This is an optimization exercise on Yosys and OpenROAD, whose aim is small area, not a production implementation.
The RTL of this run was laid out without a check of its function.

==> flow/flow/run.sh <==
#!/bin/bash
# Standard layout, with these changes: ports are buffered with the smallest
# buffer; the clock tree uses clkbuf_4 leaves and no dummy loads; buffers
# that synthesis added are removed and its upsized cells set back to drive 1
# after floorplanning (repair_design and repair_timing resize as needed).
set -euo pipefail
export BUFFER_PORTS_ARGS="-buffer_cell sky130_fd_sc_hd__buf_1"
export CTS_ARGS="-sink_clustering_enable -repair_clock_nets -dont_use_dummy_load -sink_clustering_size 9 -sink_clustering_max_diameter 45 -buf_list sky130_fd_sc_hd__clkbuf_4 -root_buf sky130_fd_sc_hd__clkbuf_8"
export REMOVE_ABC_BUFFERS=1
export POST_FLOORPLAN_TCL="$PWD/flow/downsize.tcl"
bash standard.sh > standard.log 2>&1
==> flow/flow/downsize.tcl <==
# Set every combinational cell to the smallest-area drive strength of the
# same cell, and let placement's repair_design and repair_timing size back up
# what the layout needs.
set db [ord::get_db]
set block [ord::get_db_block]
set n 0
foreach inst [$block getInsts] {
  set m [$inst getMaster]
  set name [$m getName]
  if {![regexp {^(sky130_fd_sc_hd__[a-z0-9]+)_([0-9]+)$} $name -> base drv]} { continue }
  if {[string match "*__df*" $base] || [string match "*__edf*" $base] \
      || [string match "*clk*" $base] || [string match "*conb*" $base]} { continue }
  set best $m
  set barea [expr {[$m getWidth] * [$m getHeight]}]
  foreach d {0 1 2} {
    set c [$db findMaster ${base}_$d]
    if {$c == "NULL" || $c == ""} { continue }
    set a [expr {[$c getWidth] * [$c getHeight]}]
    if {$a < $barea} { set best $c; set barea $a }
  }
  if {$best != $m} {
    $inst swapMaster $best
    incr n
  }
}
puts "downsize.tcl: $n instances resized"
==> flow/standard.sh <==
#!/bin/bash
# synth_recipe.tcl (not shown) runs the flow's synth.tcl, then flattens the netlist and writes it again
# the make line also repeats each setting of config.mk as NAME=value (left out here)
make -C /OpenROAD-flow-scripts/flow DESIGN_CONFIG=/design/flow/config.mk WORK_HOME=/design/flow/orfs CLKGATE_MAP_FILE= SYNTH_SCRIPT=/design/flow/synth_recipe.tcl "${@:-finish}"
==> flow/config.mk <==
export PLATFORM = sky130hd
export DESIGN_NAME = FFT_8pt
export DESIGN_NICKNAME = FFT_8pt
export VERILOG_FILES = /design/flow/design.v
export SDC_FILE = /design/flow/constraint.sdc
export NUM_CORES = 4
export LEC_CHECK = 0
export CAP_MARGIN = 10
export CORE_MARGIN = 2
export CORE_UTILIZATION = 65
export SLEW_MARGIN = 10
export SYNTH_HIERARCHICAL = 1
==> flow/constraint.sdc <==
create_clock -name core_clock -period 16.0 [get_ports {clk}]
set_input_delay 3.2000 -clock core_clock [delete_from_list [all_inputs] [get_ports {clk}]]
set_output_delay 3.2000 -clock core_clock [all_outputs]
set_load 0.01 [all_outputs]
==> flow/design.v <==
`timescale 1ns / 1ps
module FFT_8pt(
    input clk, reset,
    input [11:0] real_in, imag_in,
    input [2:0] addr_real, addr_imag,
    input wr_en_real, wr_en_imag,
    output [23:0] fft_real_out, fft_imag_out
);
    reg [95:0] real_mem, imag_mem;
    reg [2:0] read_addr_real, read_addr_imag;
    integer a;
    always @(posedge clk) begin
        for (a = 0; a < 8; a = a + 1) begin
            if (wr_en_real && addr_real == a) real_mem[a*12 +: 12] <= {~real_in[11], real_in[10:0]};
            if (wr_en_imag && addr_imag == a) imag_mem[a*12 +: 12] <= {~imag_in[11], imag_in[10:0]};
        end
        if (!wr_en_real) read_addr_real <= addr_real;
        if (!wr_en_imag) read_addr_imag <= addr_imag;
    end
    wire [11:0] mr = real_mem[read_addr_real*12 +: 12];
    wire [11:0] mi = imag_mem[read_addr_imag*12 +: 12];
    reg [2:0] k;
    reg run;
    always @(posedge clk or posedge reset) begin
        if (reset) begin
            k <= 3'd0;
            run <= 1'b0;
        end else begin
            k <= k + 3'd1;
            if (k == 3'd7) run <= 1'b1;
        end
    end
    wire sw = k[0] & k[1];
    wire ng = k[2] & ~k[0];
    wire swng = sw | ng;
    wire [11:0] cr, ci;
    genvar gb;
    generate for (gb = 0; gb < 12; gb = gb + 1) begin : rot
        fft_mxn ur(.s(sw), .a(mr[gb]), .b(mi[gb]), .x(ng), .y(cr[gb]));
        fft_mxn ui(.s(sw), .a(mi[gb]), .b(mr[gb]), .x(swng), .y(ci[gb]));
    end endgenerate
    wire ph1 = ~run & ~k[2];         
    wire ph2 = ~run & k[2];          
    wire nph1 = ~ph1, nrun = ~run;
    wire cqr = ph2 & ~k[0];
    wire cqi = ph2 & (~k[0] | k[1]);
    wire cpc = k[0];
    wire ncpc = ~k[0];
    reg [12:0] qrr [0:3];
    reg [12:0] qri [0:3];
    reg [12:1] prr [0:3];
    reg [12:1] pri [0:3];
    wire [12:0] qer, qei;              
    wire [12:1] per, pei;
    integer q;
    always @(posedge clk) begin
        for (q = 0; q < 3; q = q + 1) begin
            qrr[q] <= qrr[q+1];
            qri[q] <= qri[q+1];
            prr[q] <= prr[q+1];
            pri[q] <= pri[q+1];
        end
        qrr[3] <= qer;
        qri[3] <= qei;
        prr[3] <= per;
        pri[3] <= pei;
    end
    wire [12:0] q0r = qrr[0], q0i = qri[0];
    wire [12:1] p0r = prr[0], p0i = pri[0];
    wire c0, c1, c2, c3, c4, c5, c6, c7, c8, c9, c10, c11, c12, c13, c14, c15, c16, c17, c18, c19, c20, c21, c22, c23, c24, c25, c26, c27, c28, c29, c30, c31, c32, c33, c34, c35, c36, c37, c38, c39, c40, c41, c42, c43, c44, c45, c46, c47, c48, c49, c50, c51, c52, c53, c54, c55, c56, c57, c58, c59, c60, c61, c62, c63, c64, c65, c66, c67, c68, c69, c70, c71, c72, c73, c74, c75, c76, c77, c78, c79, c80, c81, c82, c83, c84, c85, c86, c87, c88, c89, c90, c91, c92, c93, c94, c95, c96, c97, c98, c99, c100, c101, c102, c103, c104, c105, c106, c107, c108, c109, c110, c111, c112, c113, c114, c115, c116, c117, c118, c119, c120, c121, c122, c123, c124, c125, c126, c127, c128, c129, c130, c131, c132, c133, c134, c135, c136, c137, c138, c139, c140, c141, c142, c143, c144, c145, c146, c147, c148, c149, c150, c151, c152, c153, c154, c155, c156, c157, c158, c159, c160, c161, c162, c163, c164, c165, c166, c167, c168, c169, c170, c171, c172, c173, c174, c175;
    assign c0 = q0r[0] & nph1;
    assign c1 = q0r[1] & nph1;
    assign c2 = q0r[2] & nph1;
    assign c3 = q0r[3] & nph1;
    assign c4 = q0r[4] & nph1;
    assign c5 = q0r[5] & nph1;
    assign c6 = q0r[6] & nph1;
    assign c7 = q0r[7] & nph1;
    assign c8 = q0r[8] & nph1;
    assign c9 = q0r[9] & nph1;
    assign c10 = q0r[10] & nph1;
    assign c11 = q0r[11] & nph1;
    assign c12 = cr[0] & nrun;
    assign c13 = cr[1] & nrun;
    assign c14 = cr[2] & nrun;
    assign c15 = cr[3] & nrun;
    assign c16 = cr[4] & nrun;
    assign c17 = cr[5] & nrun;
    assign c18 = cr[6] & nrun;
    assign c19 = cr[7] & nrun;
    assign c20 = cr[8] & nrun;
    assign c21 = cr[9] & nrun;
    assign c22 = cr[10] & nrun;
    assign c23 = cr[11] & nrun;
    fft_fa uc24 (.a(c0), .b(c12), .c(cqr), .s(c24), .co(c25));
    fft_fa uc26 (.a(c1), .b(c13), .c(c25), .s(c26), .co(c27));
    fft_fa uc28 (.a(c2), .b(c14), .c(c27), .s(c28), .co(c29));
    fft_fa uc30 (.a(c3), .b(c15), .c(c29), .s(c30), .co(c31));
    fft_fa uc32 (.a(c4), .b(c16), .c(c31), .s(c32), .co(c33));
    fft_fa uc34 (.a(c5), .b(c17), .c(c33), .s(c34), .co(c35));
    fft_fa uc36 (.a(c6), .b(c18), .c(c35), .s(c36), .co(c37));
    fft_fa uc38 (.a(c7), .b(c19), .c(c37), .s(c38), .co(c39));
    fft_fa uc40 (.a(c8), .b(c20), .c(c39), .s(c40), .co(c41));
    fft_fa uc42 (.a(c9), .b(c21), .c(c41), .s(c42), .co(c43));
    fft_fa uc44 (.a(c10), .b(c22), .c(c43), .s(c44), .co(c45));
    fft_fa uc46 (.a(c11), .b(c23), .c(c45), .s(c46), .co(c47));
    assign c48 = q0r[12] & run;
    assign c49 = c48 ^ c47;
    assign c50 = ~q0r[0];
    assign c51 = ~q0r[1];
    assign c52 = ~q0r[2];
    assign c53 = ~q0r[3];
    assign c54 = ~q0r[4];
    assign c55 = ~q0r[5];
    assign c56 = ~q0r[6];
    assign c57 = ~q0r[7];
    assign c58 = ~q0r[8];
    assign c59 = ~q0r[9];
    assign c60 = ~q0r[10];
    assign c61 = ~q0r[11];
    assign c62 = c50 & cr[0];
    assign c63 = c50 | cr[0];
    assign c64 = ncpc & c63;
    assign c65 = c62 | c64;
    fft_fa uc66 (.a(c51), .b(cr[1]), .c(c65), .s(c66), .co(c67));
    fft_fa uc68 (.a(c52), .b(cr[2]), .c(c67), .s(c68), .co(c69));
    fft_fa uc70 (.a(c53), .b(cr[3]), .c(c69), .s(c70), .co(c71));
    fft_fa uc72 (.a(c54), .b(cr[4]), .c(c71), .s(c72), .co(c73));
    fft_fa uc74 (.a(c55), .b(cr[5]), .c(c73), .s(c74), .co(c75));
    fft_fa uc76 (.a(c56), .b(cr[6]), .c(c75), .s(c76), .co(c77));
    fft_fa uc78 (.a(c57), .b(cr[7]), .c(c77), .s(c78), .co(c79));
    fft_fa uc80 (.a(c58), .b(cr[8]), .c(c79), .s(c80), .co(c81));
    fft_fa uc82 (.a(c59), .b(cr[9]), .c(c81), .s(c82), .co(c83));
    fft_fa uc84 (.a(c60), .b(cr[10]), .c(c83), .s(c84), .co(c85));
    fft_fa uc86 (.a(c61), .b(cr[11]), .c(c85), .s(c86), .co(c87));
    assign qer[0] = c24;
    assign qer[1] = c26;
    assign qer[2] = c28;
    assign qer[3] = c30;
    assign qer[4] = c32;
    assign qer[5] = c34;
    assign qer[6] = c36;
    assign qer[7] = c38;
    assign qer[8] = c40;
    assign qer[9] = c42;
    assign qer[10] = c44;
    assign qer[11] = c46;
    assign qer[12] = c49;
    fft_pmx upr1 (.r(run), .p(p0r[1]), .dn(c66), .y(per[1]));
    fft_pmx upr2 (.r(run), .p(p0r[2]), .dn(c68), .y(per[2]));
    fft_pmx upr3 (.r(run), .p(p0r[3]), .dn(c70), .y(per[3]));
    fft_pmx upr4 (.r(run), .p(p0r[4]), .dn(c72), .y(per[4]));
    fft_pmx upr5 (.r(run), .p(p0r[5]), .dn(c74), .y(per[5]));
    fft_pmx upr6 (.r(run), .p(p0r[6]), .dn(c76), .y(per[6]));
    fft_pmx upr7 (.r(run), .p(p0r[7]), .dn(c78), .y(per[7]));
    fft_pmx upr8 (.r(run), .p(p0r[8]), .dn(c80), .y(per[8]));
    fft_pmx upr9 (.r(run), .p(p0r[9]), .dn(c82), .y(per[9]));
    fft_pmx upr10 (.r(run), .p(p0r[10]), .dn(c84), .y(per[10]));
    fft_pmx upr11 (.r(run), .p(p0r[11]), .dn(c86), .y(per[11]));
    fft_pmx upr12 (.r(run), .p(p0r[12]), .dn(c87), .y(per[12]));
    assign c88 = q0i[0] & nph1;
    assign c89 = q0i[1] & nph1;
    assign c90 = q0i[2] & nph1;
    assign c91 = q0i[3] & nph1;
    assign c92 = q0i[4] & nph1;
    assign c93 = q0i[5] & nph1;
    assign c94 = q0i[6] & nph1;
    assign c95 = q0i[7] & nph1;
    assign c96 = q0i[8] & nph1;
    assign c97 = q0i[9] & nph1;
    assign c98 = q0i[10] & nph1;
    assign c99 = q0i[11] & nph1;
    assign c100 = ci[0] & nrun;
    assign c101 = ci[1] & nrun;
    assign c102 = ci[2] & nrun;
    assign c103 = ci[3] & nrun;
    assign c104 = ci[4] & nrun;
    assign c105 = ci[5] & nrun;
    assign c106 = ci[6] & nrun;
    assign c107 = ci[7] & nrun;
    assign c108 = ci[8] & nrun;
    assign c109 = ci[9] & nrun;
    assign c110 = ci[10] & nrun;
    assign c111 = ci[11] & nrun;
    fft_fa uc112 (.a(c88), .b(c100), .c(cqi), .s(c112), .co(c113));
    fft_fa uc114 (.a(c89), .b(c101), .c(c113), .s(c114), .co(c115));
    fft_fa uc116 (.a(c90), .b(c102), .c(c115), .s(c116), .co(c117));
    fft_fa uc118 (.a(c91), .b(c103), .c(c117), .s(c118), .co(c119));
    fft_fa uc120 (.a(c92), .b(c104), .c(c119), .s(c120), .co(c121));
    fft_fa uc122 (.a(c93), .b(c105), .c(c121), .s(c122), .co(c123));
    fft_fa uc124 (.a(c94), .b(c106), .c(c123), .s(c124), .co(c125));
    fft_fa uc126 (.a(c95), .b(c107), .c(c125), .s(c126), .co(c127));
    fft_fa uc128 (.a(c96), .b(c108), .c(c127), .s(c128), .co(c129));
    fft_fa uc130 (.a(c97), .b(c109), .c(c129), .s(c130), .co(c131));
    fft_fa uc132 (.a(c98), .b(c110), .c(c131), .s(c132), .co(c133));
    fft_fa uc134 (.a(c99), .b(c111), .c(c133), .s(c134), .co(c135));
    assign c136 = q0i[12] & run;
    assign c137 = c136 ^ c135;
    assign c138 = ~q0i[0];
    assign c139 = ~q0i[1];
    assign c140 = ~q0i[2];
    assign c141 = ~q0i[3];
    assign c142 = ~q0i[4];
    assign c143 = ~q0i[5];
    assign c144 = ~q0i[6];
    assign c145 = ~q0i[7];
    assign c146 = ~q0i[8];
    assign c147 = ~q0i[9];
    assign c148 = ~q0i[10];
    assign c149 = ~q0i[11];
    assign c150 = c138 & ci[0];
    assign c151 = c138 | ci[0];
    assign c152 = ncpc & c151;
    assign c153 = c150 | c152;
    fft_fa uc154 (.a(c139), .b(ci[1]), .c(c153), .s(c154), .co(c155));
    fft_fa uc156 (.a(c140), .b(ci[2]), .c(c155), .s(c156), .co(c157));
    fft_fa uc158 (.a(c141), .b(ci[3]), .c(c157), .s(c158), .co(c159));
    fft_fa uc160 (.a(c142), .b(ci[4]), .c(c159), .s(c160), .co(c161));
    fft_fa uc162 (.a(c143), .b(ci[5]), .c(c161), .s(c162), .co(c163));
    fft_fa uc164 (.a(c144), .b(ci[6]), .c(c163), .s(c164), .co(c165));
    fft_fa uc166 (.a(c145), .b(ci[7]), .c(c165), .s(c166), .co(c167));
    fft_fa uc168 (.a(c146), .b(ci[8]), .c(c167), .s(c168), .co(c169));
    fft_fa uc170 (.a(c147), .b(ci[9]), .c(c169), .s(c170), .co(c171));
    fft_fa uc172 (.a(c148), .b(ci[10]), .c(c171), .s(c172), .co(c173));
    fft_fa uc174 (.a(c149), .b(ci[11]), .c(c173), .s(c174), .co(c175));
    assign qei[0] = c112;
    assign qei[1] = c114;
    assign qei[2] = c116;
    assign qei[3] = c118;
    assign qei[4] = c120;
    assign qei[5] = c122;
    assign qei[6] = c124;
    assign qei[7] = c126;
    assign qei[8] = c128;
    assign qei[9] = c130;
    assign qei[10] = c132;
    assign qei[11] = c134;
    assign qei[12] = c137;
    fft_pmx upi1 (.r(run), .p(p0i[1]), .dn(c154), .y(pei[1]));
    fft_pmx upi2 (.r(run), .p(p0i[2]), .dn(c156), .y(pei[2]));
    fft_pmx upi3 (.r(run), .p(p0i[3]), .dn(c158), .y(pei[3]));
    fft_pmx upi4 (.r(run), .p(p0i[4]), .dn(c160), .y(pei[4]));
    fft_pmx upi5 (.r(run), .p(p0i[5]), .dn(c162), .y(pei[5]));
    fft_pmx upi6 (.r(run), .p(p0i[6]), .dn(c164), .y(pei[6]));
    fft_pmx upi7 (.r(run), .p(p0i[7]), .dn(c166), .y(pei[7]));
    fft_pmx upi8 (.r(run), .p(p0i[8]), .dn(c168), .y(pei[8]));
    fft_pmx upi9 (.r(run), .p(p0i[9]), .dn(c170), .y(pei[9]));
    fft_pmx upi10 (.r(run), .p(p0i[10]), .dn(c172), .y(pei[10]));
    fft_pmx upi11 (.r(run), .p(p0i[11]), .dn(c174), .y(pei[11]));
    fft_pmx upi12 (.r(run), .p(p0i[12]), .dn(c175), .y(pei[12]));
    wire [2:0] j = k;
    wire [7:0] tab_lp0r = 8'b11110000;
    wire [7:0] tab_lp2r = 8'b00111100;
    wire [7:0] tab_lp0i = 8'b01111000;
    wire [7:0] tab_lp2i = 8'b00011110;
    wire [12:0] br0 = {prr[0], qrr[0][0] ^ tab_lp0r[j]};
    wire [12:0] br2 = {prr[2], qrr[2][0] ^ tab_lp2r[j]};
    wire [12:0] br1 = qrr[1];
    wire [12:0] br3 = qrr[3];
    wire [12:0] bi0 = {pri[0], qri[0][0] ^ tab_lp0i[j]};
    wire [12:0] bi2 = {pri[2], qri[2][0] ^ tab_lp2i[j]};
    wire [12:0] bi1 = qri[1];
    wire [12:0] bi3 = qri[3];
    wire odd = j[0];
    wire sn = ~j[0] & (j[1] ^ j[2]);
    wire t1 = j[0] & ~j[1];
    wire t3 = j[0] & j[1];
    wire snt1 = (~j[0] & (j[1] ^ j[2])) | (j[0] & ~j[1]);
    wire snt3 = (~j[0] & (j[1] ^ j[2])) | (j[0] & j[1]);
    wire [7:0] tab_cc0r = 8'b11111100;
    wire cc0r = tab_cc0r[j];
    wire [7:0] tab_cc0i = 8'b11111100;
    wire cc0i = tab_cc0i[j];
    wire [7:0] tab_cc1r = 8'b11101110;
    wire cc1r = tab_cc1r[j];
    wire [7:0] tab_cc1i = 8'b01000100;
    wire cc1i = tab_cc1i[j];
    wire [4:0] kc;
    wire [7:0] tab_kc0 = 8'b00100000;
    assign kc[0] = tab_kc0[j];
    wire [7:0] tab_kc1 = 8'b00100100;
    assign kc[1] = tab_kc1[j];
    wire [7:0] tab_kc2 = 8'b10101010;
    assign kc[2] = tab_kc2[j];
    wire [7:0] tab_kc3 = 8'b01010101;
    assign kc[3] = tab_kc3[j];
    wire [7:0] tab_kc4 = 8'b00100110;
    assign kc[4] = tab_kc4[j];
    wire [23:0] yr, yi;
    wire w0, w1, w2, w3, w4, w5, w6, w7, w8, w9, w10, w11, w12, w13, w14, w15, w16, w17, w18, w19, w20, w21, w22, w23, w24, w25, w26, w27, w28, w29, w30, w31, w32, w33, w34, w35, w36, w37, w38, w39, w40, w41, w42, w43, w44, w45, w46, w47, w48, w49, w50, w51, w52, w53, w54, w55, w56, w57, w58, w59, w60, w61, w62, w63, w64, w65, w66, w67, w68, w69, w70, w71, w72, w73, w74, w75, w76, w77, w78, w79, w80, w81, w82, w83, w84, w85, w86, w87, w88, w89, w90, w91, w92, w93, w94, w95, w96, w97, w98, w99, w100, w101, w102, w103, w104, w105, w106, w107, w108, w109, w110, w111, w112, w113, w114, w115, w116, w117, w118, w119, w120, w121, w122, w123, w124, w125, w126, w127, w128, w129, w130, w131, w132, w133, w134, w135, w136, w137, w138, w139, w140, w141, w142, w143, w144, w145, w146, w147, w148, w149, w150, w151, w152, w153, w154, w155, w156, w157, w158, w159, w160, w161, w162, w163, w164, w165, w166, w167, w168, w169, w170, w171, w172, w173, w174, w175, w176, w177, w178, w179, w180, w181, w182, w183, w184, w185, w186, w187, w188, w189, w190, w191, w192, w193, w194, w195, w196, w197, w198, w199, w200, w201, w202, w203, w204, w205, w206, w207, w208, w209, w210, w211, w212, w213, w214, w215, w216, w217, w218, w219, w220, w221, w222, w223, w224, w225, w226, w227, w228, w229, w230, w231, w232, w233, w234, w235, w236, w237, w238, w239, w240, w241, w242, w243, w244, w245, w246, w247, w248, w249, w250, w251, w252, w253, w254, w255, w256, w257, w258, w259, w260, w261, w262, w263, w264, w265, w266, w267, w268, w269, w270, w271, w272, w273, w274, w275, w276, w277, w278, w279, w280, w281, w282, w283, w284, w285, w286, w287, w288, w289, w290, w291, w292, w293, w294, w295, w296, w297, w298, w299, w300, w301, w302, w303, w304, w305, w306, w307, w308, w309, w310, w311, w312, w313, w314, w315, w316, w317, w318, w319, w320, w321, w322, w323, w324, w325, w326, w327, w328, w329, w330, w331, w332, w333, w334, w335, w336, w337, w338, w339, w340, w341, w342, w343, w344, w345, w346, w347, w348, w349, w350, w351, w352, w353, w354, w355, w356, w357, w358, w359, w360, w361, w362, w363, w364, w365, w366, w367, w368, w369, w370, w371, w372, w373, w374, w375, w376, w377, w378, w379, w380, w381, w382, w383, w384, w385, w386, w387, w388, w389, w390, w391, w392, w393, w394, w395, w396, w397, w398, w399, w400, w401, w402, w403, w404, w405, w406, w407, w408, w409, w410, w411, w412, w413, w414, w415, w416, w417, w418, w419, w420, w421, w422, w423, w424, w425, w426, w427, w428, w429, w430, w431, w432, w433, w434, w435, w436, w437, w438, w439, w440, w441, w442, w443, w444, w445, w446, w447, w448, w449, w450, w451, w452, w453, w454, w455, w456, w457, w458, w459, w460, w461, w462, w463, w464, w465, w466, w467, w468, w469, w470, w471, w472, w473, w474, w475, w476, w477, w478, w479, w480, w481, w482, w483, w484, w485, w486, w487, w488, w489, w490, w491, w492, w493, w494, w495, w496, w497, w498, w499, w500, w501, w502, w503, w504, w505, w506, w507, w508, w509, w510, w511, w512, w513, w514, w515, w516, w517, w518, w519, w520, w521, w522, w523, w524, w525, w526, w527, w528, w529, w530, w531, w532, w533, w534, w535, w536, w537, w538, w539, w540, w541, w542, w543, w544, w545, w546, w547, w548, w549, w550, w551, w552, w553, w554, w555, w556, w557, w558, w559, w560, w561, w562, w563, w564, w565, w566, w567, w568, w569, w570, w571, w572, w573, w574, w575, w576, w577, w578, w579, w580, w581, w582, w583, w584, w585, w586, w587, w588, w589, w590, w591, w592, w593, w594, w595, w596, w597, w598, w599, w600, w601, w602, w603, w604, w605, w606, w607, w608;
    fft_fa uw0 (.a(br0[0]), .b(br2[0]), .c(cc0r), .s(w0), .co(w1));
    fft_fa uw2 (.a(br0[1]), .b(br2[1]), .c(w1), .s(w2), .co(w3));
    fft_fa uw4 (.a(br0[2]), .b(br2[2]), .c(w3), .s(w4), .co(w5));
    fft_fa uw6 (.a(br0[3]), .b(br2[3]), .c(w5), .s(w6), .co(w7));
    fft_fa uw8 (.a(br0[4]), .b(br2[4]), .c(w7), .s(w8), .co(w9));
    fft_fa uw10 (.a(br0[5]), .b(br2[5]), .c(w9), .s(w10), .co(w11));
    fft_fa uw12 (.a(br0[6]), .b(br2[6]), .c(w11), .s(w12), .co(w13));
    fft_fa uw14 (.a(br0[7]), .b(br2[7]), .c(w13), .s(w14), .co(w15));
    fft_fa uw16 (.a(br0[8]), .b(br2[8]), .c(w15), .s(w16), .co(w17));
    fft_fa uw18 (.a(br0[9]), .b(br2[9]), .c(w17), .s(w18), .co(w19));
    fft_fa uw20 (.a(br0[10]), .b(br2[10]), .c(w19), .s(w20), .co(w21));
    fft_fa uw22 (.a(br0[11]), .b(br2[11]), .c(w21), .s(w22), .co(w23));
    fft_fa uw24 (.a(br0[12]), .b(br2[12]), .c(w23), .s(w24), .co(w25));
    fft_fa uw26 (.a(bi0[0]), .b(bi2[0]), .c(cc0i), .s(w26), .co(w27));
    fft_fa uw28 (.a(bi0[1]), .b(bi2[1]), .c(w27), .s(w28), .co(w29));
    fft_fa uw30 (.a(bi0[2]), .b(bi2[2]), .c(w29), .s(w30), .co(w31));
    fft_fa uw32 (.a(bi0[3]), .b(bi2[3]), .c(w31), .s(w32), .co(w33));
    fft_fa uw34 (.a(bi0[4]), .b(bi2[4]), .c(w33), .s(w34), .co(w35));
    fft_fa uw36 (.a(bi0[5]), .b(bi2[5]), .c(w35), .s(w36), .co(w37));
    fft_fa uw38 (.a(bi0[6]), .b(bi2[6]), .c(w37), .s(w38), .co(w39));
    fft_fa uw40 (.a(bi0[7]), .b(bi2[7]), .c(w39), .s(w40), .co(w41));
    fft_fa uw42 (.a(bi0[8]), .b(bi2[8]), .c(w41), .s(w42), .co(w43));
    fft_fa uw44 (.a(bi0[9]), .b(bi2[9]), .c(w43), .s(w44), .co(w45));
    fft_fa uw46 (.a(bi0[10]), .b(bi2[10]), .c(w45), .s(w46), .co(w47));
    fft_fa uw48 (.a(bi0[11]), .b(bi2[11]), .c(w47), .s(w48), .co(w49));
    fft_fa uw50 (.a(bi0[12]), .b(bi2[12]), .c(w49), .s(w50), .co(w51));
    assign w52 = ~bi3[0];
    assign w53 = ~bi3[1];
    assign w54 = ~bi3[2];
    assign w55 = ~bi3[3];
    assign w56 = ~bi3[4];
    assign w57 = ~bi3[5];
    assign w58 = ~bi3[6];
    assign w59 = ~bi3[7];
    assign w60 = ~bi3[8];
    assign w61 = ~bi3[9];
    assign w62 = ~bi3[10];
    assign w63 = ~bi3[11];
    assign w64 = ~bi3[12];
    fft_fa uw65 (.a(br1[0]), .b(w52), .c(cc1r), .s(w65), .co(w66));
    fft_fa uw67 (.a(br1[1]), .b(w53), .c(w66), .s(w67), .co(w68));
    fft_fa uw69 (.a(br1[2]), .b(w54), .c(w68), .s(w69), .co(w70));
    fft_fa uw71 (.a(br1[3]), .b(w55), .c(w70), .s(w71), .co(w72));
    fft_fa uw73 (.a(br1[4]), .b(w56), .c(w72), .s(w73), .co(w74));
    fft_fa uw75 (.a(br1[5]), .b(w57), .c(w74), .s(w75), .co(w76));
    fft_fa uw77 (.a(br1[6]), .b(w58), .c(w76), .s(w77), .co(w78));
    fft_fa uw79 (.a(br1[7]), .b(w59), .c(w78), .s(w79), .co(w80));
    fft_fa uw81 (.a(br1[8]), .b(w60), .c(w80), .s(w81), .co(w82));
    fft_fa uw83 (.a(br1[9]), .b(w61), .c(w82), .s(w83), .co(w84));
    fft_fa uw85 (.a(br1[10]), .b(w62), .c(w84), .s(w85), .co(w86));
    fft_fa uw87 (.a(br1[11]), .b(w63), .c(w86), .s(w87), .co(w88));
    fft_fa uw89 (.a(br1[12]), .b(w64), .c(w88), .s(w89), .co(w90));
    fft_fa uw91 (.a(bi1[0]), .b(br3[0]), .c(cc1i), .s(w91), .co(w92));
    fft_fa uw93 (.a(bi1[1]), .b(br3[1]), .c(w92), .s(w93), .co(w94));
    fft_fa uw95 (.a(bi1[2]), .b(br3[2]), .c(w94), .s(w95), .co(w96));
    fft_fa uw97 (.a(bi1[3]), .b(br3[3]), .c(w96), .s(w97), .co(w98));
    fft_fa uw99 (.a(bi1[4]), .b(br3[4]), .c(w98), .s(w99), .co(w100));
    fft_fa uw101 (.a(bi1[5]), .b(br3[5]), .c(w100), .s(w101), .co(w102));
    fft_fa uw103 (.a(bi1[6]), .b(br3[6]), .c(w102), .s(w103), .co(w104));
    fft_fa uw105 (.a(bi1[7]), .b(br3[7]), .c(w104), .s(w105), .co(w106));
    fft_fa uw107 (.a(bi1[8]), .b(br3[8]), .c(w106), .s(w107), .co(w108));
    fft_fa uw109 (.a(bi1[9]), .b(br3[9]), .c(w108), .s(w109), .co(w110));
    fft_fa uw111 (.a(bi1[10]), .b(br3[10]), .c(w110), .s(w111), .co(w112));
    fft_fa uw113 (.a(bi1[11]), .b(br3[11]), .c(w112), .s(w113), .co(w114));
    fft_fa uw115 (.a(bi1[12]), .b(br3[12]), .c(w114), .s(w115), .co(w116));
    fft_mxn uw117 (.s(t1), .a(w65), .b(w91), .x(sn), .y(w117));
    fft_mxn uw118 (.s(t1), .a(w67), .b(w93), .x(sn), .y(w118));
    fft_mxn uw119 (.s(t1), .a(w69), .b(w95), .x(sn), .y(w119));
    fft_mxn uw120 (.s(t1), .a(w71), .b(w97), .x(sn), .y(w120));
    fft_mxn uw121 (.s(t1), .a(w73), .b(w99), .x(sn), .y(w121));
    fft_mxn uw122 (.s(t1), .a(w75), .b(w101), .x(sn), .y(w122));
    fft_mxn uw123 (.s(t1), .a(w77), .b(w103), .x(sn), .y(w123));
    fft_mxn uw124 (.s(t1), .a(w79), .b(w105), .x(sn), .y(w124));
    fft_mxn uw125 (.s(t1), .a(w81), .b(w107), .x(sn), .y(w125));
    fft_mxn uw126 (.s(t1), .a(w83), .b(w109), .x(sn), .y(w126));
    fft_mxn uw127 (.s(t1), .a(w85), .b(w111), .x(sn), .y(w127));
    fft_mxn uw128 (.s(t1), .a(w87), .b(w113), .x(sn), .y(w128));
    fft_mxn uw129 (.s(t1), .a(w89), .b(w115), .x(sn), .y(w129));
    fft_mxn uw130 (.s(t1), .a(w90), .b(w116), .x(sn), .y(w130));
    fft_mxn uw131 (.s(t1), .a(w91), .b(w65), .x(snt1), .y(w131));
    fft_mxn uw132 (.s(t1), .a(w93), .b(w67), .x(snt1), .y(w132));
    fft_mxn uw133 (.s(t1), .a(w95), .b(w69), .x(snt1), .y(w133));
    fft_mxn uw134 (.s(t1), .a(w97), .b(w71), .x(snt1), .y(w134));
    fft_mxn uw135 (.s(t1), .a(w99), .b(w73), .x(snt1), .y(w135));
    fft_mxn uw136 (.s(t1), .a(w101), .b(w75), .x(snt1), .y(w136));
    fft_mxn uw137 (.s(t1), .a(w103), .b(w77), .x(snt1), .y(w137));
    fft_mxn uw138 (.s(t1), .a(w105), .b(w79), .x(snt1), .y(w138));
    fft_mxn uw139 (.s(t1), .a(w107), .b(w81), .x(snt1), .y(w139));
    fft_mxn uw140 (.s(t1), .a(w109), .b(w83), .x(snt1), .y(w140));
    fft_mxn uw141 (.s(t1), .a(w111), .b(w85), .x(snt1), .y(w141));
    fft_mxn uw142 (.s(t1), .a(w113), .b(w87), .x(snt1), .y(w142));
    fft_mxn uw143 (.s(t1), .a(w115), .b(w89), .x(snt1), .y(w143));
    fft_mxn uw144 (.s(t1), .a(w116), .b(w90), .x(snt1), .y(w144));
    assign w145 = w0 ^ sn;
    assign w146 = w2 ^ sn;
    assign w147 = w4 ^ sn;
    assign w148 = w6 ^ sn;
    assign w149 = w8 ^ sn;
    assign w150 = w10 ^ sn;
    assign w151 = w12 ^ sn;
    assign w152 = w14 ^ sn;
    assign w153 = w16 ^ sn;
    assign w154 = w18 ^ sn;
    assign w155 = w20 ^ sn;
    assign w156 = w22 ^ sn;
    assign w157 = w24 ^ sn;
    assign w158 = w25 ^ sn;
    fft_axr uw159 (.a(w26), .g(odd), .x(t3), .y(w159));
    fft_axr uw160 (.a(w28), .g(odd), .x(t3), .y(w160));
    fft_axr uw161 (.a(w30), .g(odd), .x(t3), .y(w161));
    fft_axr uw162 (.a(w32), .g(odd), .x(t3), .y(w162));
    fft_axr uw163 (.a(w34), .g(odd), .x(t3), .y(w163));
    fft_axr uw164 (.a(w36), .g(odd), .x(t3), .y(w164));
    fft_axr uw165 (.a(w38), .g(odd), .x(t3), .y(w165));
    fft_axr uw166 (.a(w40), .g(odd), .x(t3), .y(w166));
    fft_axr uw167 (.a(w42), .g(odd), .x(t3), .y(w167));
    fft_axr uw168 (.a(w44), .g(odd), .x(t3), .y(w168));
    fft_axr uw169 (.a(w46), .g(odd), .x(t3), .y(w169));
    fft_axr uw170 (.a(w48), .g(odd), .x(t3), .y(w170));
    fft_axr uw171 (.a(w50), .g(odd), .x(t3), .y(w171));
    fft_axr uw172 (.a(w51), .g(odd), .x(t3), .y(w172));
    fft_fa uw173 (.a(w145), .b(w159), .c(snt3), .s(w173), .co(w174));
    fft_fa uw175 (.a(w146), .b(w160), .c(w174), .s(w175), .co(w176));
    fft_fa uw177 (.a(w147), .b(w161), .c(w176), .s(w177), .co(w178));
    fft_fa uw179 (.a(w148), .b(w162), .c(w178), .s(w179), .co(w180));
    fft_fa uw181 (.a(w149), .b(w163), .c(w180), .s(w181), .co(w182));
    fft_fa uw183 (.a(w150), .b(w164), .c(w182), .s(w183), .co(w184));
    fft_fa uw185 (.a(w151), .b(w165), .c(w184), .s(w185), .co(w186));
    fft_fa uw187 (.a(w152), .b(w166), .c(w186), .s(w187), .co(w188));
    fft_fa uw189 (.a(w153), .b(w167), .c(w188), .s(w189), .co(w190));
    fft_fa uw191 (.a(w154), .b(w168), .c(w190), .s(w191), .co(w192));
    fft_fa uw193 (.a(w155), .b(w169), .c(w192), .s(w193), .co(w194));
    fft_fa uw195 (.a(w156), .b(w170), .c(w194), .s(w195), .co(w196));
    fft_fa uw197 (.a(w157), .b(w171), .c(w196), .s(w197), .co(w198));
    fft_fa uw199 (.a(w158), .b(w172), .c(w198), .s(w199), .co(w200));
    assign w201 = w26 ^ sn;
    assign w202 = w28 ^ sn;
    assign w203 = w30 ^ sn;
    assign w204 = w32 ^ sn;
    assign w205 = w34 ^ sn;
    assign w206 = w36 ^ sn;
    assign w207 = w38 ^ sn;
    assign w208 = w40 ^ sn;
    assign w209 = w42 ^ sn;
    assign w210 = w44 ^ sn;
    assign w211 = w46 ^ sn;
    assign w212 = w48 ^ sn;
    assign w213 = w50 ^ sn;
    assign w214 = w51 ^ sn;
    fft_axr uw215 (.a(w0), .g(odd), .x(t1), .y(w215));
    fft_axr uw216 (.a(w2), .g(odd), .x(t1), .y(w216));
    fft_axr uw217 (.a(w4), .g(odd), .x(t1), .y(w217));
    fft_axr uw218 (.a(w6), .g(odd), .x(t1), .y(w218));
    fft_axr uw219 (.a(w8), .g(odd), .x(t1), .y(w219));
    fft_axr uw220 (.a(w10), .g(odd), .x(t1), .y(w220));
    fft_axr uw221 (.a(w12), .g(odd), .x(t1), .y(w221));
    fft_axr uw222 (.a(w14), .g(odd), .x(t1), .y(w222));
    fft_axr uw223 (.a(w16), .g(odd), .x(t1), .y(w223));
    fft_axr uw224 (.a(w18), .g(odd), .x(t1), .y(w224));
    fft_axr uw225 (.a(w20), .g(odd), .x(t1), .y(w225));
    fft_axr uw226 (.a(w22), .g(odd), .x(t1), .y(w226));
    fft_axr uw227 (.a(w24), .g(odd), .x(t1), .y(w227));
    fft_axr uw228 (.a(w25), .g(odd), .x(t1), .y(w228));
    fft_fa uw229 (.a(w201), .b(w215), .c(snt1), .s(w229), .co(w230));
    fft_fa uw231 (.a(w202), .b(w216), .c(w230), .s(w231), .co(w232));
    fft_fa uw233 (.a(w203), .b(w217), .c(w232), .s(w233), .co(w234));
    fft_fa uw235 (.a(w204), .b(w218), .c(w234), .s(w235), .co(w236));
    fft_fa uw237 (.a(w205), .b(w219), .c(w236), .s(w237), .co(w238));
    fft_fa uw239 (.a(w206), .b(w220), .c(w238), .s(w239), .co(w240));
    fft_fa uw241 (.a(w207), .b(w221), .c(w240), .s(w241), .co(w242));
    fft_fa uw243 (.a(w208), .b(w222), .c(w242), .s(w243), .co(w244));
    fft_fa uw245 (.a(w209), .b(w223), .c(w244), .s(w245), .co(w246));
    fft_fa uw247 (.a(w210), .b(w224), .c(w246), .s(w247), .co(w248));
    fft_fa uw249 (.a(w211), .b(w225), .c(w248), .s(w249), .co(w250));
    fft_fa uw251 (.a(w212), .b(w226), .c(w250), .s(w251), .co(w252));
    fft_fa uw253 (.a(w213), .b(w227), .c(w252), .s(w253), .co(w254));
    fft_fa uw255 (.a(w214), .b(w228), .c(w254), .s(w255), .co(w256));
    assign w257 = w173 & odd;
    assign w258 = w175 & odd;
    assign w259 = w177 & odd;
    assign w260 = w179 & odd;
    assign w261 = w181 & odd;
    assign w262 = w183 & odd;
    assign w263 = w185 & odd;
    assign w264 = w187 & odd;
    assign w265 = w189 & odd;
    assign w266 = w191 & odd;
    assign w267 = w193 & odd;
    assign w268 = w195 & odd;
    assign w269 = w197 & odd;
    assign w270 = w199 & odd;
    assign w271 = w200 & odd;
    fft_ha uw272 (.a(w259), .b(w257), .s(w272), .co(w273));
    fft_fa uw274 (.a(w260), .b(w258), .c(w273), .s(w274), .co(w275));
    fft_fa uw276 (.a(w261), .b(w259), .c(w275), .s(w276), .co(w277));
    fft_fa uw278 (.a(w262), .b(w260), .c(w277), .s(w278), .co(w279));
    fft_fa uw280 (.a(w263), .b(w261), .c(w279), .s(w280), .co(w281));
    fft_fa uw282 (.a(w264), .b(w262), .c(w281), .s(w282), .co(w283));
    fft_fa uw284 (.a(w265), .b(w263), .c(w283), .s(w284), .co(w285));
    fft_fa uw286 (.a(w266), .b(w264), .c(w285), .s(w286), .co(w287));
    fft_fa uw288 (.a(w267), .b(w265), .c(w287), .s(w288), .co(w289));
    fft_fa uw290 (.a(w268), .b(w266), .c(w289), .s(w290), .co(w291));
    fft_fa uw292 (.a(w269), .b(w267), .c(w291), .s(w292), .co(w293));
    fft_fa uw294 (.a(w270), .b(w268), .c(w293), .s(w294), .co(w295));
    fft_fa uw296 (.a(w271), .b(w269), .c(w295), .s(w296), .co(w297));
    fft_ha uw298 (.a(w270), .b(w297), .s(w298), .co(w299));
    fft_ha uw300 (.a(w271), .b(w299), .s(w300), .co(w301));
    assign w302 = ~w257;
    assign w303 = ~w258;
    assign w304 = ~w272;
    assign w305 = ~w274;
    assign w306 = ~w276;
    assign w307 = ~w278;
    assign w308 = ~w280;
    assign w309 = ~w282;
    assign w310 = ~w284;
    assign w311 = ~w286;
    assign w312 = ~w288;
    assign w313 = ~w290;
    assign w314 = ~w292;
    assign w315 = ~w294;
    assign w316 = ~w296;
    assign w317 = ~w298;
    assign w318 = ~w300;
    assign w319 = ~w301;
    assign w320 = ~(w276 ^ w302);
    assign w321 = w276 | w302;
    fft_fa uw322 (.a(w278), .b(w303), .c(kc[0]), .s(w322), .co(w323));
    fft_fa uw324 (.a(w280), .b(w304), .c(kc[0]), .s(w324), .co(w325));
    fft_fa uw326 (.a(w282), .b(w305), .c(w325), .s(w326), .co(w327));
    fft_fa uw328 (.a(w117), .b(w173), .c(w284), .s(w328), .co(w329));
    fft_fa uw330 (.a(w306), .b(kc[1]), .c(w327), .s(w330), .co(w331));
    fft_fa uw332 (.a(w118), .b(w175), .c(w286), .s(w332), .co(w333));
    fft_fa uw334 (.a(w307), .b(w329), .c(w331), .s(w334), .co(w335));
    fft_fa uw336 (.a(w119), .b(w177), .c(w288), .s(w336), .co(w337));
    fft_fa uw338 (.a(w308), .b(w333), .c(w335), .s(w338), .co(w339));
    fft_fa uw340 (.a(w120), .b(w179), .c(w290), .s(w340), .co(w341));
    fft_fa uw342 (.a(w309), .b(w337), .c(w339), .s(w342), .co(w343));
    fft_fa uw344 (.a(w121), .b(w181), .c(w292), .s(w344), .co(w345));
    fft_fa uw346 (.a(w310), .b(w341), .c(w343), .s(w346), .co(w347));
    fft_fa uw348 (.a(w122), .b(w183), .c(w294), .s(w348), .co(w349));
    fft_fa uw350 (.a(w311), .b(w345), .c(w347), .s(w350), .co(w351));
    fft_fa uw352 (.a(w123), .b(w185), .c(w296), .s(w352), .co(w353));
    fft_fa uw354 (.a(w312), .b(kc[2]), .c(w349), .s(w354), .co(w355));
    fft_fa uw356 (.a(w351), .b(w352), .c(w354), .s(w356), .co(w357));
    fft_fa uw358 (.a(w124), .b(w187), .c(w298), .s(w358), .co(w359));
    fft_fa uw360 (.a(w313), .b(kc[2]), .c(w353), .s(w360), .co(w361));
    fft_fa uw362 (.a(w355), .b(w357), .c(w358), .s(w362), .co(w363));
    fft_fa uw364 (.a(w125), .b(w189), .c(w300), .s(w364), .co(w365));
    fft_fa uw366 (.a(w314), .b(w359), .c(w361), .s(w366), .co(w367));
    fft_fa uw368 (.a(w363), .b(w364), .c(w366), .s(w368), .co(w369));
    fft_fa uw370 (.a(w126), .b(w191), .c(w301), .s(w370), .co(w371));
    fft_fa uw372 (.a(w315), .b(kc[2]), .c(w365), .s(w372), .co(w373));
    fft_fa uw374 (.a(w367), .b(w369), .c(w370), .s(w374), .co(w375));
    fft_fa uw376 (.a(w127), .b(w193), .c(w316), .s(w376), .co(w377));
    fft_fa uw378 (.a(w371), .b(w373), .c(w375), .s(w378), .co(w379));
    fft_fa uw380 (.a(w128), .b(w195), .c(w317), .s(w380), .co(w381));
    fft_fa uw382 (.a(w377), .b(w379), .c(w380), .s(w382), .co(w383));
    fft_fa uw384 (.a(w129), .b(w197), .c(w318), .s(w384), .co(w385));
    fft_fa uw386 (.a(kc[2]), .b(w381), .c(w383), .s(w386), .co(w387));
    fft_fa uw388 (.a(w130), .b(w199), .c(w319), .s(w388), .co(w389));
    fft_fa uw390 (.a(kc[2]), .b(w385), .c(w387), .s(w390), .co(w391));
    fft_fa uw392 (.a(w200), .b(kc[2]), .c(w389), .s(w392), .co(w393));
    fft_ha uw394 (.a(w258), .b(kc[0]), .s(w394), .co(w395));
    fft_ha uw396 (.a(w272), .b(w395), .s(w396), .co(w397));
    fft_fa uw398 (.a(w274), .b(kc[0]), .c(w397), .s(w398), .co(w399));
    fft_ha uw400 (.a(w320), .b(w399), .s(w400), .co(w401));
    fft_fa uw402 (.a(w321), .b(w322), .c(w401), .s(w402), .co(w403));
    fft_fa uw404 (.a(w323), .b(w324), .c(w403), .s(w404), .co(w405));
    fft_ha uw406 (.a(w326), .b(w405), .s(w406), .co(w407));
    fft_fa uw408 (.a(w328), .b(w330), .c(w407), .s(w408), .co(w409));
    fft_fa uw410 (.a(w332), .b(w334), .c(w409), .s(w410), .co(w411));
    fft_fa uw412 (.a(w336), .b(w338), .c(w411), .s(w412), .co(w413));
    fft_fa uw414 (.a(w340), .b(w342), .c(w413), .s(w414), .co(w415));
    fft_fa uw416 (.a(w344), .b(w346), .c(w415), .s(w416), .co(w417));
    fft_fa uw418 (.a(w348), .b(w350), .c(w417), .s(w418), .co(w419));
    fft_ha uw420 (.a(w356), .b(w419), .s(w420), .co(w421));
    fft_fa uw422 (.a(w360), .b(w362), .c(w421), .s(w422), .co(w423));
    fft_ha uw424 (.a(w368), .b(w423), .s(w424), .co(w425));
    fft_fa uw426 (.a(w372), .b(w374), .c(w425), .s(w426), .co(w427));
    fft_fa uw428 (.a(w376), .b(w378), .c(w427), .s(w428), .co(w429));
    fft_ha uw430 (.a(w382), .b(w429), .s(w430), .co(w431));
    fft_fa uw432 (.a(w384), .b(w386), .c(w431), .s(w432), .co(w433));
    fft_fa uw434 (.a(w388), .b(w390), .c(w433), .s(w434), .co(w435));
    fft_fa uw436 (.a(w391), .b(w392), .c(w435), .s(w436), .co(w437));
    fft_fa uw438 (.a(kc[3]), .b(w393), .c(w437), .s(w438), .co(w439));
    assign w440 = w229 & odd;
    assign w441 = w231 & odd;
    assign w442 = w233 & odd;
    assign w443 = w235 & odd;
    assign w444 = w237 & odd;
    assign w445 = w239 & odd;
    assign w446 = w241 & odd;
    assign w447 = w243 & odd;
    assign w448 = w245 & odd;
    assign w449 = w247 & odd;
    assign w450 = w249 & odd;
    assign w451 = w251 & odd;
    assign w452 = w253 & odd;
    assign w453 = w255 & odd;
    assign w454 = w256 & odd;
    fft_ha uw455 (.a(w442), .b(w440), .s(w455), .co(w456));
    fft_fa uw457 (.a(w443), .b(w441), .c(w456), .s(w457), .co(w458));
    fft_fa uw459 (.a(w444), .b(w442), .c(w458), .s(w459), .co(w460));
    fft_fa uw461 (.a(w445), .b(w443), .c(w460), .s(w461), .co(w462));
    fft_fa uw463 (.a(w446), .b(w444), .c(w462), .s(w463), .co(w464));
    fft_fa uw465 (.a(w447), .b(w445), .c(w464), .s(w465), .co(w466));
    fft_fa uw467 (.a(w448), .b(w446), .c(w466), .s(w467), .co(w468));
    fft_fa uw469 (.a(w449), .b(w447), .c(w468), .s(w469), .co(w470));
    fft_fa uw471 (.a(w450), .b(w448), .c(w470), .s(w471), .co(w472));
    fft_fa uw473 (.a(w451), .b(w449), .c(w472), .s(w473), .co(w474));
    fft_fa uw475 (.a(w452), .b(w450), .c(w474), .s(w475), .co(w476));
    fft_fa uw477 (.a(w453), .b(w451), .c(w476), .s(w477), .co(w478));
    fft_fa uw479 (.a(w454), .b(w452), .c(w478), .s(w479), .co(w480));
    fft_ha uw481 (.a(w453), .b(w480), .s(w481), .co(w482));
    fft_ha uw483 (.a(w454), .b(w482), .s(w483), .co(w484));
    assign w485 = ~w440;
    assign w486 = ~w441;
    assign w487 = ~w455;
    assign w488 = ~w457;
    assign w489 = ~w459;
    assign w490 = ~w461;
    assign w491 = ~w463;
    assign w492 = ~w465;
    assign w493 = ~w467;
    assign w494 = ~w469;
    assign w495 = ~w471;
    assign w496 = ~w473;
    assign w497 = ~w475;
    assign w498 = ~w477;
    assign w499 = ~w479;
    assign w500 = ~w481;
    assign w501 = ~w483;
    assign w502 = ~w484;
    assign w503 = ~(w459 ^ w485);
    assign w504 = w459 | w485;
    fft_fa uw505 (.a(w461), .b(w486), .c(w504), .s(w505), .co(w506));
    fft_fa uw507 (.a(w463), .b(w487), .c(w506), .s(w507), .co(w508));
    fft_fa uw509 (.a(w465), .b(w488), .c(w508), .s(w509), .co(w510));
    fft_fa uw511 (.a(w131), .b(w229), .c(w467), .s(w511), .co(w512));
    fft_fa uw513 (.a(w489), .b(kc[4]), .c(w510), .s(w513), .co(w514));
    fft_fa uw515 (.a(w132), .b(w231), .c(w469), .s(w515), .co(w516));
    fft_fa uw517 (.a(w490), .b(w512), .c(w514), .s(w517), .co(w518));
    fft_fa uw519 (.a(w133), .b(w233), .c(w471), .s(w519), .co(w520));
    fft_fa uw521 (.a(w491), .b(w516), .c(w518), .s(w521), .co(w522));
    fft_fa uw523 (.a(w134), .b(w235), .c(w473), .s(w523), .co(w524));
    fft_fa uw525 (.a(w492), .b(w520), .c(w522), .s(w525), .co(w526));
    fft_fa uw527 (.a(w135), .b(w237), .c(w475), .s(w527), .co(w528));
    fft_fa uw529 (.a(w493), .b(w524), .c(w526), .s(w529), .co(w530));
    fft_fa uw531 (.a(w136), .b(w239), .c(w477), .s(w531), .co(w532));
    fft_fa uw533 (.a(w494), .b(w528), .c(w530), .s(w533), .co(w534));
    fft_fa uw535 (.a(w137), .b(w241), .c(w479), .s(w535), .co(w536));
    fft_fa uw537 (.a(w495), .b(kc[2]), .c(w532), .s(w537), .co(w538));
    fft_fa uw539 (.a(w534), .b(w535), .c(w537), .s(w539), .co(w540));
    fft_fa uw541 (.a(w138), .b(w243), .c(w481), .s(w541), .co(w542));
    fft_fa uw543 (.a(w496), .b(kc[2]), .c(w536), .s(w543), .co(w544));
    fft_fa uw545 (.a(w538), .b(w540), .c(w541), .s(w545), .co(w546));
    fft_fa uw547 (.a(w139), .b(w245), .c(w483), .s(w547), .co(w548));
    fft_fa uw549 (.a(w497), .b(w542), .c(w544), .s(w549), .co(w550));
    fft_fa uw551 (.a(w546), .b(w547), .c(w549), .s(w551), .co(w552));
    fft_fa uw553 (.a(w140), .b(w247), .c(w484), .s(w553), .co(w554));
    fft_fa uw555 (.a(w498), .b(kc[2]), .c(w548), .s(w555), .co(w556));
    fft_fa uw557 (.a(w550), .b(w552), .c(w553), .s(w557), .co(w558));
    fft_fa uw559 (.a(w141), .b(w249), .c(w499), .s(w559), .co(w560));
    fft_fa uw561 (.a(w554), .b(w556), .c(w558), .s(w561), .co(w562));
    fft_fa uw563 (.a(w142), .b(w251), .c(w500), .s(w563), .co(w564));
    fft_fa uw565 (.a(w560), .b(w562), .c(w563), .s(w565), .co(w566));
    fft_fa uw567 (.a(w143), .b(w253), .c(w501), .s(w567), .co(w568));
    fft_fa uw569 (.a(kc[2]), .b(w564), .c(w566), .s(w569), .co(w570));
    fft_fa uw571 (.a(w144), .b(w255), .c(w502), .s(w571), .co(w572));
    fft_fa uw573 (.a(kc[2]), .b(w568), .c(w570), .s(w573), .co(w574));
    fft_fa uw575 (.a(w256), .b(kc[2]), .c(w572), .s(w575), .co(w576));
    fft_ha uw577 (.a(w511), .b(w513), .s(w577), .co(w578));
    fft_fa uw579 (.a(w515), .b(w517), .c(w578), .s(w579), .co(w580));
    fft_fa uw581 (.a(w519), .b(w521), .c(w580), .s(w581), .co(w582));
    fft_fa uw583 (.a(w523), .b(w525), .c(w582), .s(w583), .co(w584));
    fft_fa uw585 (.a(w527), .b(w529), .c(w584), .s(w585), .co(w586));
    fft_fa uw587 (.a(w531), .b(w533), .c(w586), .s(w587), .co(w588));
    fft_ha uw589 (.a(w539), .b(w588), .s(w589), .co(w590));
    fft_fa uw591 (.a(w543), .b(w545), .c(w590), .s(w591), .co(w592));
    fft_ha uw593 (.a(w551), .b(w592), .s(w593), .co(w594));
    fft_fa uw595 (.a(w555), .b(w557), .c(w594), .s(w595), .co(w596));
    fft_fa uw597 (.a(w559), .b(w561), .c(w596), .s(w597), .co(w598));
    fft_ha uw599 (.a(w565), .b(w598), .s(w599), .co(w600));
    fft_fa uw601 (.a(w567), .b(w569), .c(w600), .s(w601), .co(w602));
    fft_fa uw603 (.a(w571), .b(w573), .c(w602), .s(w603), .co(w604));
    fft_fa uw605 (.a(w574), .b(w575), .c(w604), .s(w605), .co(w606));
    fft_fa uw607 (.a(kc[3]), .b(w576), .c(w606), .s(w607), .co(w608));
    assign yr[0] = w257;
    assign yr[1] = w394;
    assign yr[2] = w396;
    assign yr[3] = w398;
    assign yr[4] = w400;
    assign yr[5] = w402;
    assign yr[6] = w404;
    assign yr[7] = w406;
    assign yr[8] = w408;
    assign yr[9] = w410;
    assign yr[10] = w412;
    assign yr[11] = w414;
    assign yr[12] = w416;
    assign yr[13] = w418;
    assign yr[14] = w420;
    assign yr[15] = w422;
    assign yr[16] = w424;
    assign yr[17] = w426;
    assign yr[18] = w428;
    assign yr[19] = w430;
    assign yr[20] = w432;
    assign yr[21] = w434;
    assign yr[22] = w436;
    assign yr[23] = w438;
    assign yi[0] = w440;
    assign yi[1] = w441;
    assign yi[2] = w455;
    assign yi[3] = w457;
    assign yi[4] = w503;
    assign yi[5] = w505;
    assign yi[6] = w507;
    assign yi[7] = w509;
    assign yi[8] = w577;
    assign yi[9] = w579;
    assign yi[10] = w581;
    assign yi[11] = w583;
    assign yi[12] = w585;
    assign yi[13] = w587;
    assign yi[14] = w589;
    assign yi[15] = w591;
    assign yi[16] = w593;
    assign yi[17] = w595;
    assign yi[18] = w597;
    assign yi[19] = w599;
    assign yi[20] = w601;
    assign yi[21] = w603;
    assign yi[22] = w605;
    assign yi[23] = w607;
    assign fft_real_out = yr;
    assign fft_imag_out = yi;
endmodule
module fft_fa(input a, b, c, output s, co);
    assign s = a ^ b ^ c;
    assign co = (a & b) | (a & c) | (b & c);
endmodule
module fft_mxn(input s, a, b, x, output y);
    assign y = (s ? b : a) ^ x;
endmodule
module fft_pmx(input r, p, dn, output y);
    assign y = ~(r ? p : dn);
endmodule
module fft_axr(input a, g, x, output y);
    assign y = (a & g) ^ x;
endmodule
module fft_ha(input a, b, output s, co);
    assign s = a ^ b;
    assign co = a & b;
endmodule
==> summary.txt <==
- In this run the remaining antenna-violating nets after routing total 0.
- For this design the top-level I/O count stands at between 80 and 90.
- The maximum operating frequency is 59.18 MHz.
- The number of warnings issued by yosys is 11.
- The share of the synthesized area in the top cell type is around 29%.
- CTS saw 402 sinks.
- The dominant register cell in the synthesized netlist is dfxtp_1.
- The commonest cells after synthesis are fa_1, dfxtp_1, edfxtp_1, xnor2_1, inv_1.
- In the post-synthesis netlist, the cell with the most instances is fa_1.
- The H-tree depth reported by CTS is 2.
- The met2 global-route usage is 40.93%.
- Measured against its own limit, the worst slew margin works out to 42.63%.
- The data arrival time at the worst-slack endpoint is ~14 ns.
- The synthesized netlist cell count is 1,257.
- The width of the die is ~180 µm.
- In this run the core area contains 64 standard-cell rows.
- The number of pins with negative max-slew slack in the final report was 0.
- The maximum fanout along the worst path is 4.
- The cell type with the highest aggregate area in the netlist is edfxtp_1.
- The share of the core filled with cells in the final layout is 73.09%.
- By instance count, the cell type seen most on the critical path is fa_2.
- The number of antenna violations at the first check in global routing is 0.
- The number of buffers inserted by hold repair at cts is 0.
- The later pin in the worst-skew pair is clocked with a latency of about 0.55 ns.
- The clock tree skew after final layout is around 0.039 ns.
- Entering global routing, the biggest net connects 71 pins.
- The synthesized netlist contains 26 unique library cells.
- The setup slack on the worst flop-to-flop path is 8.63 ns.
- The launch point of the worst path is k[0].
- The worst min-delay path category is flop to flop.
- For this run the aggregate overflow at the end of global routing stands at 0.
- The count of buffers added on input and output ports is 81.
- The placement-stage cell area is 21,310 µm².
- The total core area is 30,670 µm².
- The area of the die is 32,630 µm².
- The critical path required time is between 10 and 15 ns.
- After synthesis, the mean cell area works out to 16.14 µm².
- Setup repair after global routing could not meet its margin everywhere.
- The tightest hold path in the finished design has a slack of 0.3261 ns.
- Ranked by total cell area, the synthesized netlist is headed by edfxtp_1, fa_1, dfxtp_1.
- The routability congestion estimate from global placement is about 0.8.
- Across every metal layer, demand over resource in global routing totals 23.42%.
- After synthesis, the share of flip-flops with an asynchronous set or reset is 0.9950%.
- Once the floorplan was initialized, standard cells occupied 66.13% of the core.
- TritonCTS built the clock tree.
- The slowest cell on the critical path is fa_2.
- The global-route met1 utilization is 31.08%.
- Across the run, the number of max-cap violations was 0.
- The number of storage elements in the synthesis netlist is 402.
- In this run the cell area of the synthesized design comes to 20,280 µm².
- STA classifies the critical path startpoint as a flop.
- The most critical setup path has its endpoint at fft_real_out[23].
- The final critical path takes up 105.6% of the cycle.
- The area growth from synthesis to layout is 10.52%.
- The first global-routing pass estimated 58,840 µm of wire.
- The worst register-to-register path begins at read_addr_imag[0].
- The checks that failed were negative setup slack.
- The run finished, with violations left.
- In the final routed layout, each cell accounts on average for 19.55 µm.
- The first detailed-routing pass ran for 4 iterations.
- The half-perimeter wire length of the detailed placement result is 27,370 µm.
- Detailed routing inserted a total of 9,747 vias.
- Summed over all layers, the routed wires come to between 30,000 and 40,000 µm.
- The end of the worst register-to-register path is qrr[3][12].
- STA classifies the critical path endpoint as an output port.
- Counting I/O delays and the setup requirement, the final critical path takes 16.90 ns.
- Of the cells placed in the final design, the portion with a size suffix greater than 1 is 28.91%.
- The first routing iteration left 384 violations.
- The final-report hold violation count was 0.
- Counting the buffers created by CTS gives 51.
- The post-route cell area is 22,420 µm².
- The number of nets at the end of the flow is 1,767.
- The register area share after synthesis is 49.55%.
- The cell sitting at the root of the clock tree is a clkbuf_8.
- The transition at the pin with the smallest max-transition slack is about 0.86 ns.
- In this design, the stage delay of the slowest critical-path cell is 0.59 ns.
- After layout, the worst setup slack is -0.8972 ns.
- The clock transition at the register clock pins on the worst setup and hold paths after CTS is 0.09 ns.
- The die height is 180.7 µm.
- The layer carrying the most global-route usage is met2.
- The clock passes through at most 3 buffers.
- Using the TritonRoute via totals, the vias-per-cell ratio works out to around 5.3.
- The antenna diode count is 0.
- The worst register-to-register path has a depth of 19.
- The via count of the first global-routing pass is about 11,000.
- The number of remaining DRC errors is 0.
- The critical path is of the flop to output port type.
- Yosys mapped a number of flops with a built-in enable equal to 198.
- The number of endpoints failing setup at the final stage is 6.
- The placement-stage worst setup slack is -1.646 ns.
- Global routing consumed, on the met3 layer, 3.234% of the routing resources.
==> registers in the layout, summed over array words and instances, names as in the netlist <==
register	flops
imag_mem	96
k	3
pri	48
prr	48
qri	52
qrr	52
read_addr_imag	3
read_addr_real	3
real_mem	96
run	1
==> kinds of logic after synthesis <==
group,after synthesis,synth area share (%)
AOI/OAI and AO/OA,4,0.1234
xor gates and xnor gates,114,4.923
adders and majority gates,280,26.50
buffers and inverters,163,4.170
DFF,402,49.55
muxes,149,11.26
and+or+nand+nor,145,3.479
==> layout by cell type, fill, tap and decap left out, drive strengths merged, types with 24 or more instances in the layout <==
cell / count
fa: 250
edfxtp: 198
clkbuf: 52
mux4: 48
nor2: 38
mux2: 24
xnor2: 112
dfxtp: 200
mux2i: 77
inv: 88
and2: 28
nand2: 40
ha: 28
nor2b: 24
buf: 219
==> metrics by stage <==
step | cells | setup TNS [ns]
after floorplan | 1182 | -30.05
after global placement | 1779 | -6.477
after detailed placement | 1779 | -7.193
after CTS | 1844 | -4.110
after global routing | 1849 | -5.808
final | 1849 | -3.416
==> area by class of cell <==
cell class / instances / area [µm²]
Sequential cell: 402 / 10050
Fill cell: 1997 / 8252
Tap cell: 396 / 495.5
Inverter: 88 / 332.8
Multi-Input combinational cell: 692 / 9727
Timing Repair Buffer: 220 / 1396
Clock buffer: 51 / 414.1
==> modules after synthesis (local to each module, per instance) <==
module / cell area [µm²] / flops+latches / cells inside / times used
fft_ha: 12.51 / 0 / 1 / 17
FFT_8pt: 13500 / 402 / 806 / 1
fft_axr: 12.51 / 0 / 2 / 28
fft_pmx: 10.01 / 0 / 1 / 24
fft_mxn: 18.77 / 0 / 2 / 52
fft_fa: 20.02 / 0 / 1 / 250
==> metal layers <==
layer | routed length, µm | vias up | part of all wire (%)
met5 | 0 | - | 0
met4 | 885 | 0 | 2.4
met3 | 1173 | 47 | 3.2
met2 | 18720 | 180 | 52
met1 | 15370 | 4993 | 43
li1 | - | 4527 | -
==> critical path: cells and delay by family (launching register included) <==
family | cells | cell delay, ns
buffers and inverters | 3 | 0.26
XOR/XNOR | 2 | 0.31
multiplexers | 1 | 0.17
AND/OR/NAND/NOR | 2 | 0.28
adder cells (fa/ha/maj) | 30 | 11.65
flip-flops | 1 | 0.48
==> how the worst min path moves through the flow <==
| stage | start | to | slack, ns | depth (start not counted) |
|---|---|---|---|---|
| 3_3_place_gp | pri[1][11] | pri[0][11] | 0.31 | 0 |
| 2_1_floorplan | pri[1][10] | pri[0][10] | 0.31 | 0 |
| 3_5_place_dp | pri[3][11] | pri[2][11] | 0.31 | 0 |
| 5_1_grt | pri[1][11] | pri[0][11] | 0.34 | 0 |
| 4_1_cts | prr[1][2] | prr[0][2] | 0.33 | 0 |
| 6_report | prr[1][2] | prr[0][2] | 0.33 | 0 |
==> timing repair <==
item	in CTS	in global routing
setup buffers	14	5
pin swaps	41	44
setup endpoints to repair	11	8
gates resized for setup	146	23

[static timing again, ports no longer ideal]
The results above use ideal ports. As a check the final layout listed here was re-extracted and re-timed, cells and wires unchanged.
Step 1 sets driving cells, clkbuf_16 on the clock port and buf_2 on the other inputs (assumed; they add their load-dependent delay and slew).
Step 2 adds t to the input delays and takes it off the output delays; t is the mean of the earliest and latest rising clock arrival at the registers after step 1. Input paths then give back, and output paths get back, about the clock's delay inside the block.
a / b / c = ideal / step 1 / step 2; a / b = the first two.
t, ns: 0.579
setup slack, ns: -0.897 / -0.945 / -0.366
hold slack, ns: 0.326 / 0.326 / 0.326
For this run, drivers alone change the setup slack by -0.048 ns; drivers and shift together by +0.531 ns.
